Source: an optimization exercise on an open RTL-to-GDS flow (aim: small area, a short achievable clock period and few clock cycles per item). Production flows keep margins and buffers that such runs may drop.
Only simulation tests tie the RTL to the original design; equivalence was not proved.
Power is estimated from default activity; no workload was simulated.

==> flow/run.sh <==
#!/bin/bash
# The standard layout (the standard.sh, unchanged synthesis), with the port
# buffers that buffer_ports inserts on every input and output made the
# minimum-size buffer instead of the delay buffer it picks by default.
set -uo pipefail
export BUFFER_PORTS_ARGS="-buffer_cell sky130_fd_sc_hd__buf_1"
bash standard.sh finish > standard_flow.log 2>&1
rc=$?
tail -n 40 standard_flow.log
exit $rc
==> standard.sh <==
#!/bin/bash
# synth_recipe.tcl (not shown) runs the flow's synth.tcl, then flattens the netlist and writes it again
# the make line also repeats each setting of config.mk as NAME=value (left out here)
make -C /OpenROAD-flow-scripts/flow DESIGN_CONFIG=/design/flow/config.mk WORK_HOME=/design/flow/orfs CLKGATE_MAP_FILE= SYNTH_SCRIPT=/design/flow/synth_recipe.tcl "${@:-finish}"
==> config.mk <==
export PLATFORM = sky130hd
export DESIGN_NAME = viterbi_decoder
export DESIGN_NICKNAME = viterbi_decoder
export VERILOG_FILES = /design/flow/design.v
export SDC_FILE = /design/flow/constraint.sdc
export NUM_CORES = 4
export LEC_CHECK = 0
export ABC_AREA = 1
export CAP_MARGIN = 20
export CORE_MARGIN = 2
export CORE_UTILIZATION = 60
export SLEW_MARGIN = 20
==> constraint.sdc <==
create_clock -name core_clock -period 10.0 [get_ports {clk}]
set_input_delay 2.0000 -clock core_clock [delete_from_list [all_inputs] [get_ports {clk}]]
set_output_delay 2.0000 -clock core_clock [all_outputs]
set_load 0.01 [all_outputs]
==> design.v <==
module viterbi_16bit (input [15:0] code_in, output [7:0] data_out);
  wire new_n25, new_n26, new_n27, new_n28, new_n29, new_n30, new_n31,
    new_n32, new_n33, new_n34, new_n35, new_n36, new_n37, new_n38, new_n39,
    new_n40, new_n41, new_n42, new_n43, new_n44, new_n45, new_n46, new_n47,
    new_n48, new_n49, new_n50, new_n51, new_n52, new_n53, new_n54, new_n55,
    new_n56, new_n57, new_n58, new_n59, new_n60, new_n61, new_n62, new_n63,
    new_n64, new_n65, new_n66, new_n67, new_n68, new_n69, new_n70, new_n71,
    new_n72, new_n73, new_n74, new_n75, new_n76, new_n77, new_n78, new_n79,
    new_n80, new_n81, new_n82, new_n83, new_n84, new_n85, new_n86, new_n87,
    new_n88, new_n89, new_n90, new_n91, new_n92, new_n93, new_n94, new_n95,
    new_n96, new_n97, new_n98, new_n99, new_n100, new_n101, new_n102,
    new_n103, new_n104, new_n105, new_n106, new_n107, new_n108, new_n109,
    new_n110, new_n111, new_n112, new_n113, new_n114, new_n115, new_n116,
    new_n117, new_n118, new_n119, new_n120, new_n121, new_n122, new_n123,
    new_n124, new_n125, new_n126, new_n127, new_n128, new_n129, new_n130,
    new_n131, new_n132, new_n133, new_n134, new_n135, new_n136, new_n137,
    new_n138, new_n139, new_n140, new_n141, new_n142, new_n143, new_n144,
    new_n145, new_n146, new_n147, new_n148, new_n149, new_n150, new_n151,
    new_n152, new_n154, new_n155, new_n156, new_n157, new_n158, new_n159,
    new_n160, new_n161, new_n162, new_n163, new_n164, new_n165, new_n166,
    new_n167, new_n168, new_n169, new_n170, new_n171, new_n172, new_n173,
    new_n175, new_n176, new_n177, new_n178, new_n179, new_n180, new_n181,
    new_n182, new_n183, new_n184, new_n185, new_n186, new_n188, new_n189,
    new_n190, new_n191, new_n192, new_n193, new_n194, new_n195, new_n196,
    new_n197, new_n198, new_n199, new_n200, new_n201, new_n202, new_n203,
    new_n204, new_n205, new_n207, new_n208, new_n209, new_n210, new_n211,
    new_n212, new_n213, new_n214, new_n215, new_n216, new_n217, new_n218,
    new_n219, new_n220, new_n221, new_n222, new_n223, new_n224, new_n225,
    new_n226, new_n227, new_n228, new_n229, new_n230, new_n231, new_n232,
    new_n233, new_n234, new_n235, new_n236, new_n237, new_n238, new_n239,
    new_n240, new_n241, new_n242, new_n243, new_n245, new_n247, new_n248,
    new_n250, new_n251, new_n252, new_n253, new_n254, new_n255;
  assign new_n25 = code_in[0] & code_in[1];
  assign new_n26 = ~code_in[0] & ~code_in[1];
  assign new_n27 = ~new_n25 & ~new_n26;
  assign new_n28 = ~code_in[2] & ~code_in[4];
  assign new_n29 = code_in[2] & code_in[4];
  assign new_n30 = ~new_n28 & ~new_n29;
  assign new_n31 = ~code_in[6] & ~code_in[7];
  assign new_n32 = code_in[6] & code_in[7];
  assign new_n33 = ~new_n31 & ~new_n32;
  assign new_n34 = ~new_n30 & ~new_n33;
  assign new_n35 = new_n30 & new_n33;
  assign new_n36 = ~new_n34 & ~new_n35;
  assign new_n37 = ~code_in[8] & ~code_in[9];
  assign new_n38 = code_in[8] & code_in[9];
  assign new_n39 = ~new_n37 & ~new_n38;
  assign new_n40 = ~code_in[2] & ~code_in[3];
  assign new_n41 = code_in[2] & code_in[3];
  assign new_n42 = ~new_n40 & ~new_n41;
  assign new_n43 = code_in[4] & ~code_in[6];
  assign new_n44 = ~code_in[4] & code_in[6];
  assign new_n45 = ~new_n43 & ~new_n44;
  assign new_n46 = new_n42 & new_n45;
  assign new_n47 = ~new_n42 & ~new_n45;
  assign new_n48 = ~new_n46 & ~new_n47;
  assign new_n49 = new_n39 & new_n48;
  assign new_n50 = ~new_n39 & ~new_n48;
  assign new_n51 = ~new_n49 & ~new_n50;
  assign new_n52 = new_n36 & new_n51;
  assign new_n53 = ~new_n26 & new_n42;
  assign new_n54 = ~new_n25 & ~new_n42;
  assign new_n55 = ~new_n53 & ~new_n54;
  assign new_n56 = ~new_n27 & ~new_n55;
  assign new_n57 = ~code_in[4] & ~code_in[5];
  assign new_n58 = code_in[4] & code_in[5];
  assign new_n59 = ~new_n57 & ~new_n58;
  assign new_n60 = code_in[3] & new_n59;
  assign new_n61 = ~code_in[3] & ~new_n59;
  assign new_n62 = ~new_n60 & ~new_n61;
  assign new_n63 = ~new_n55 & new_n62;
  assign new_n64 = ~new_n56 & ~new_n63;
  assign new_n65 = new_n52 & ~new_n64;
  assign new_n66 = ~new_n52 & new_n64;
  assign new_n67 = ~new_n65 & ~new_n66;
  assign new_n68 = ~new_n36 & ~new_n62;
  assign new_n69 = ~new_n26 & ~new_n54;
  assign new_n70 = code_in[5] & ~new_n69;
  assign new_n71 = ~code_in[5] & new_n69;
  assign new_n72 = ~new_n70 & ~new_n71;
  assign new_n73 = new_n33 & new_n72;
  assign new_n74 = ~new_n33 & ~new_n72;
  assign new_n75 = ~new_n73 & ~new_n74;
  assign new_n76 = ~new_n68 & new_n75;
  assign new_n77 = new_n51 & new_n76;
  assign new_n78 = new_n68 & ~new_n75;
  assign new_n79 = ~new_n51 & ~new_n76;
  assign new_n80 = ~new_n78 & ~new_n79;
  assign new_n81 = ~new_n77 & new_n80;
  assign new_n82 = ~new_n67 & new_n81;
  assign new_n83 = ~code_in[10] & ~code_in[11];
  assign new_n84 = code_in[10] & code_in[11];
  assign new_n85 = ~new_n83 & ~new_n84;
  assign new_n86 = ~code_in[14] & ~code_in[15];
  assign new_n87 = code_in[14] & code_in[15];
  assign new_n88 = ~new_n86 & ~new_n87;
  assign new_n89 = ~new_n34 & ~new_n72;
  assign new_n90 = new_n35 & new_n62;
  assign new_n91 = ~new_n89 & ~new_n90;
  assign new_n92 = ~code_in[9] & ~new_n91;
  assign new_n93 = code_in[9] & new_n91;
  assign new_n94 = ~new_n92 & ~new_n93;
  assign new_n95 = new_n85 & ~new_n94;
  assign new_n96 = ~new_n85 & new_n94;
  assign new_n97 = ~new_n95 & ~new_n96;
  assign new_n98 = ~new_n77 & ~new_n97;
  assign new_n99 = ~new_n64 & ~new_n68;
  assign new_n100 = ~new_n81 & ~new_n99;
  assign new_n101 = new_n97 & new_n100;
  assign new_n102 = ~new_n98 & ~new_n101;
  assign new_n103 = ~code_in[12] & ~code_in[13];
  assign new_n104 = code_in[12] & code_in[13];
  assign new_n105 = ~new_n103 & ~new_n104;
  assign new_n106 = code_in[11] & ~new_n105;
  assign new_n107 = ~code_in[11] & new_n105;
  assign new_n108 = ~new_n106 & ~new_n107;
  assign new_n109 = ~new_n36 & new_n56;
  assign new_n110 = ~new_n75 & ~new_n109;
  assign new_n111 = ~new_n81 & ~new_n110;
  assign new_n112 = new_n39 & ~new_n111;
  assign new_n113 = ~new_n39 & new_n111;
  assign new_n114 = ~new_n112 & ~new_n113;
  assign new_n115 = new_n108 & ~new_n114;
  assign new_n116 = ~new_n108 & new_n114;
  assign new_n117 = ~new_n115 & ~new_n116;
  assign new_n118 = ~new_n102 & new_n117;
  assign new_n119 = code_in[13] & ~new_n85;
  assign new_n120 = ~code_in[13] & new_n85;
  assign new_n121 = ~new_n119 & ~new_n120;
  assign new_n122 = new_n88 & new_n121;
  assign new_n123 = ~new_n88 & ~new_n121;
  assign new_n124 = ~new_n122 & ~new_n123;
  assign new_n125 = new_n97 & new_n124;
  assign new_n126 = new_n111 & ~new_n125;
  assign new_n127 = ~new_n68 & new_n97;
  assign new_n128 = ~new_n111 & new_n127;
  assign new_n129 = new_n110 & new_n124;
  assign new_n130 = new_n64 & ~new_n81;
  assign new_n131 = ~new_n129 & ~new_n130;
  assign new_n132 = ~new_n128 & new_n131;
  assign new_n133 = ~new_n126 & new_n132;
  assign new_n134 = new_n118 & new_n133;
  assign new_n135 = ~new_n88 & ~new_n134;
  assign new_n136 = ~new_n67 & new_n75;
  assign new_n137 = new_n48 & new_n108;
  assign new_n138 = ~new_n48 & ~new_n108;
  assign new_n139 = ~new_n137 & ~new_n138;
  assign new_n140 = ~new_n109 & new_n139;
  assign new_n141 = ~new_n136 & new_n140;
  assign new_n142 = ~new_n75 & ~new_n139;
  assign new_n143 = new_n67 & new_n142;
  assign new_n144 = ~new_n141 & ~new_n143;
  assign new_n145 = new_n128 & ~new_n144;
  assign new_n146 = new_n81 & ~new_n121;
  assign new_n147 = ~new_n81 & new_n121;
  assign new_n148 = ~new_n146 & ~new_n147;
  assign new_n149 = new_n102 & ~new_n148;
  assign new_n150 = ~new_n145 & new_n149;
  assign new_n151 = new_n118 & new_n121;
  assign new_n152 = ~new_n150 & ~new_n151;
  assign data_out[6] = ~new_n135 & new_n152;
  assign new_n154 = code_in[13] & data_out[6];
  assign new_n155 = new_n88 & new_n102;
  assign new_n156 = ~new_n145 & ~new_n155;
  assign new_n157 = ~new_n149 & new_n156;
  assign new_n158 = ~new_n117 & new_n133;
  assign new_n159 = new_n157 & new_n158;
  assign new_n160 = code_in[15] & ~new_n105;
  assign new_n161 = ~code_in[15] & new_n105;
  assign new_n162 = ~new_n160 & ~new_n161;
  assign new_n163 = ~new_n159 & new_n162;
  assign new_n164 = ~new_n118 & new_n157;
  assign new_n165 = ~new_n163 & new_n164;
  assign new_n166 = ~code_in[13] & ~data_out[6];
  assign new_n167 = ~new_n165 & ~new_n166;
  assign new_n168 = ~new_n154 & new_n167;
  assign new_n169 = new_n81 & new_n94;
  assign new_n170 = new_n81 & ~new_n99;
  assign new_n171 = ~new_n85 & ~new_n170;
  assign new_n172 = ~new_n169 & ~new_n171;
  assign new_n173 = new_n165 & new_n172;
  assign data_out[4] = new_n168 | new_n173;
  assign new_n175 = new_n85 & ~data_out[4];
  assign new_n176 = ~new_n85 & data_out[4];
  assign new_n177 = ~new_n175 & ~new_n176;
  assign new_n178 = new_n77 & new_n97;
  assign new_n179 = ~new_n97 & new_n99;
  assign new_n180 = ~new_n178 & ~new_n179;
  assign new_n181 = ~new_n114 & new_n180;
  assign new_n182 = ~new_n177 & new_n181;
  assign new_n183 = new_n108 & ~new_n165;
  assign new_n184 = ~new_n108 & new_n165;
  assign new_n185 = ~new_n183 & ~new_n184;
  assign new_n186 = new_n177 & new_n185;
  assign data_out[3] = new_n182 | new_n186;
  assign new_n188 = ~new_n39 & data_out[3];
  assign new_n189 = new_n39 & ~data_out[3];
  assign new_n190 = ~new_n62 & new_n109;
  assign new_n191 = ~new_n189 & ~new_n190;
  assign new_n192 = ~new_n188 & new_n191;
  assign new_n193 = ~new_n82 & new_n192;
  assign new_n194 = new_n72 & ~new_n109;
  assign new_n195 = new_n67 & ~new_n194;
  assign new_n196 = new_n81 & new_n195;
  assign new_n197 = ~new_n91 & ~new_n196;
  assign new_n198 = ~new_n72 & new_n109;
  assign new_n199 = new_n81 & new_n198;
  assign new_n200 = ~new_n197 & ~new_n199;
  assign new_n201 = ~new_n193 & new_n200;
  assign new_n202 = ~code_in[9] & data_out[4];
  assign new_n203 = code_in[9] & ~data_out[4];
  assign new_n204 = ~new_n202 & ~new_n203;
  assign new_n205 = new_n192 & new_n204;
  assign data_out[2] = ~new_n201 & ~new_n205;
  assign new_n207 = ~new_n30 & ~data_out[2];
  assign new_n208 = new_n30 & data_out[2];
  assign new_n209 = ~new_n207 & ~new_n208;
  assign new_n210 = ~new_n27 & new_n209;
  assign new_n211 = ~code_in[5] & ~data_out[2];
  assign new_n212 = code_in[5] & data_out[2];
  assign new_n213 = ~new_n211 & ~new_n212;
  assign new_n214 = ~new_n210 & ~new_n213;
  assign new_n215 = ~new_n25 & ~new_n209;
  assign new_n216 = ~new_n26 & ~new_n215;
  assign new_n217 = ~new_n214 & new_n216;
  assign new_n218 = new_n27 & new_n75;
  assign new_n219 = ~code_in[2] & new_n26;
  assign new_n220 = code_in[2] & new_n25;
  assign new_n221 = ~new_n219 & ~new_n220;
  assign new_n222 = ~new_n218 & new_n221;
  assign new_n223 = ~new_n209 & ~new_n222;
  assign new_n224 = ~new_n33 & ~data_out[2];
  assign new_n225 = new_n33 & data_out[2];
  assign new_n226 = ~new_n224 & ~new_n225;
  assign new_n227 = ~new_n223 & ~new_n226;
  assign new_n228 = new_n36 & new_n59;
  assign new_n229 = ~code_in[3] & ~new_n228;
  assign new_n230 = ~new_n227 & new_n229;
  assign new_n231 = ~code_in[7] & data_out[3];
  assign new_n232 = code_in[7] & ~data_out[3];
  assign new_n233 = ~new_n231 & ~new_n232;
  assign new_n234 = ~new_n226 & new_n233;
  assign new_n235 = new_n223 & new_n226;
  assign new_n236 = ~new_n234 & ~new_n235;
  assign new_n237 = ~new_n230 & new_n236;
  assign new_n238 = code_in[2] & new_n237;
  assign new_n239 = ~code_in[2] & ~new_n237;
  assign new_n240 = new_n26 & ~new_n213;
  assign new_n241 = ~new_n209 & ~new_n240;
  assign new_n242 = ~new_n239 & new_n241;
  assign new_n243 = ~new_n238 & new_n242;
  assign data_out[0] = new_n217 | new_n243;
  assign new_n245 = new_n60 & new_n109;
  assign data_out[1] = new_n237 | new_n245;
  assign new_n247 = ~new_n105 & ~new_n165;
  assign new_n248 = new_n105 & new_n165;
  assign data_out[5] = ~new_n247 & ~new_n248;
  assign new_n250 = code_in[14] & ~data_out[5];
  assign new_n251 = ~code_in[14] & data_out[5];
  assign new_n252 = ~new_n250 & ~new_n251;
  assign new_n253 = ~data_out[6] & new_n252;
  assign new_n254 = data_out[6] & ~new_n252;
  assign new_n255 = ~new_n163 & ~new_n254;
  assign data_out[7] = ~new_n253 & new_n255;
endmodule
module viterbi_decoder(
    input clk, reset, start,
    input [383:0] code_in,
    output reg [191:0] data_out,
    output reg done
);
    wire [191:0] dec;
    genvar i;
    generate
        for (i = 0; i < 24; i = i + 1) begin : decoder
            viterbi_16bit decoder (
                .code_in(code_in[16*i +: 16]),
                .data_out(dec[8*i +: 8])
            );
        end
    endgenerate
    always @(posedge clk or negedge reset)
        if (!reset) done <= 1'b0;
        else        done <= start;
    always @(posedge clk)
        data_out <= dec;
endmodule
==> flow_summary.toml <==
[cts]
cts_root_buffer = "clkbuf_16"
cts_sinks = 193
clkTransAtPathRegs_ps = 70
cts_hold_buf = 0
cts_setup_buffers = 0
cts_max_level = 4
tritoncts = "built"
cts_buffer_depth = 2
numCtsBuffers = 17
cts_resized = 0

[timing]
rsz0062_at_grt = "no"
setup_tns_ps = 0
fin_crit_sh_pct = 55.1
setup_viol = 0
drv_slew = 0
period_needed_ps = 5510
finalHoldViolCount = 0
worstMarginPinSlew_ps = 597
fmax_mhz = 182
worst_slack_ps = 4490
relSlewSlack_pct = 59.8

[yosys]
yosysTopAreaCell = "nand2_1"
synth-main-ff-cell = "dfxtp_1"
synthCells = 5191
synth-seq-cells = 193
synth-edff-count = 0
syn-num-nets = 5698
synth_area_leaders = "nand2_1 (20%), dfxtp_1 (13%), nand3_1 (13%), inv_1 (9.9%), xor2_1 (8.6%)"
yosys_warnings = 1
avgSynthCellArea_um2 = 5.76
syn-cell-area_um2 = 29900
synthArstFlopShare_pct = 0.518
ys_seq_area_share_pct = 12.9
synth_commonest_cells = "nand2_1 (1614), inv_1 (785), nand3_1 (749), xor2_1 (292), nor2_1 (260)"
yosysMostFrequentCell = "nand2_1"
synth_top_area_share_pct = 20.3
yosysUniqueCellTypes = 50

[hold_path]
hold_class = "in -> async"

[placement]
placement.io_buffers = 579
place_hpwl_mm = 73.8
dp_slack_ps = 4040
gp_congestion = 0.985

[routing]
routed-via-count = 33619
wire_per_inst_um = 13.4
detail-route-antenna-nets = 0
drt-initial-drc-count = 2097
vias_per_cell = 5.19
totalWireLength_mm = 86.9
drc = 0
dr.pass1.iters = 8

[floorplanning]
die_w_um = 227
io_pins = 580
fp-row-count = 81
initial_core_util_pct = 60.9
die_y_um = 227
die_area_um2 = 51600
core_um2 = 49100

[setup_path]
startpoint_type = "primary input"
cp.required_ps = 10400
cp-end-kind = "flip-flop"
path_max_fanout = 7
crit_family = "simple AND/OR/NAND/NOR gates"
cpMaxStageDelayCell = "xnor2_1"
crit_top_cell = "nand2_1"
path_class = "in -> reg"
worst-path-buf-inv = 4
cp.arrival_ps = 5910
max_stage_delay_ps = 420

[grt]
grt-ovfl-total = 0
grt_usage_pct = 32.5
grt_pass1_wl_mm = 138
grt.busiest_layer = "met2"
antenna_found_initial = 22
grt_use_met1_pct = 40.2
grt_max_degree = 17
grt_pass1_vias = 29674
grt_use_met3_pct = 7.40
grt_use_met2_pct = 54.0

[run]
cap_violations = 0

[status]
outcome = "finished clean"

[power_and_ir_drop]
p_leak_nw = 18.3
irDropWorstVdd_v = 0.000140
powerDensity_nw_per_um2 = 224

[cells_and_area]
syn2layout_area_growth_pct = 12.2
layout-drive-gt1-share_pct = 9.30
fin_nets = 6291
nFillCells = 4873
power breakdown:
part	switching [mW]	internal, mW	total, mW
Sequential	0.140	1.18	1.32
Clock	0.360	0.425	0.784
Combinational	3.59	1.83	5.42
Total	4.09	3.44	7.53
area by class of cell:
cell class	instances	area (um2)	area share (%)
diodes	17	42.5	0.127
clock inverters	13	185	0.552
inverters	880	3300	9.85
well taps	664	831	2.48
clock buffers	19	443	1.32
flip-flops and latches	193	3870	11.5
multi-input cells	4113	22700	67.7
repair buffers	579	2170	6.48
sequential cells by signal (all words and copies together) (netlist names):
name	flops
data_out	192
done	1
cell usage in the layout (no fill, tap or decap), drive strengths merged, types with 26 or more instances in the layout:
cell type,count
a21oi,122
a31oi,30
buf,579
dfxtp,192
ha,120
inv,874
nand2,1872
nand3,827
nand4,47
nor2,270
o211ai,26
o21ai,149
or2,35
xnor2,193
xor2,308
metrics by stage:
stage	power [mW]	cell area (um2)	util [%]	hold slack, ps	cells
after CTS	7.50	33500	68.3	1220	6461
after floorplan	5.44	29900	-	1700	5191
after global placement	6.63	32900	67.0	1760	6429
after global routing	8.33	33500	68.4	1230	6473
final	7.53	33500	68.4	1250	6478
after detailed placement	6.68	32900	67.0	1770	6429
kinds of logic (layout without fill, tap and decap cells):
kind of cell,after synthesis,after routing,share of synthesized area (%)
and+or+nand+nor,3100,3100,48.0
buffers and inverters,885,1491,11.1
DFF,193,193,12.9
other,0,17,0
xor gates and xnor gates,501,501,15.1
AOI/OAI and AO/OA,391,391,7.82
adders and majority gates,120,120,5.02
muxes,1,1,0.0335
worst paths after layout:
path,startpoint,endpoint,slack (ps),depth (start not counted)
worst max-delay path,code_in[7],data_out[0]$_DFF_P_,4490,34
worst min-delay path,reset,done$_DFF_PN0_,1250,1
max in group asynchronous,reset,done$_DFF_PN0_,8640,1
min in group core_clock,start,done$_DFF_PN0_,1610,1
layer usage:
metal	share of wire (%)	up-vias	wire, um
met5	0.12	-	106
met4	4.1	16	3530
met3	7.4	189	6430
met2	45	945	39100
met1	43	14820	37700
li1	-	17649	-
Testbench counts, summed over its fixed seeds: cycles 384, items 384.

-- re-timing with driven ports --
In the flow no input, the clock included, has a driving cell. The finished layout below was timed again as built, in two steps. Step 1 (the two cells are an assumption about what drives the block):
set clk [get_ports {clk}]
set_driving_cell -lib_cell sky130_fd_sc_hd__clkbuf_16 $clk
set_driving_cell -lib_cell sky130_fd_sc_hd__buf_2 [delete_from_list [all_inputs] $clk]
Step 2 times the ports against the registers' clock, not the clock port: input delays grow and output delays shrink by t, the midpoint of the rising clock arrivals with the driver on. Slacks: ideal / step 1 / step 2; pairs: ideal / step 1.
t (ns): 0.573
slack for setup (ns): 4.494 / 4.532 / 3.959
worst hold slack (ns): 1.254 / 1.213 / 1.786
worst setup path at the end: input to register
slew at the worst register clock pin (ns): 0.09 / 0.09
After both steps setup and hold are still met in this run. For this run, drivers alone change the setup slack by +0.038 ns; drivers and shift together by -0.535 ns.
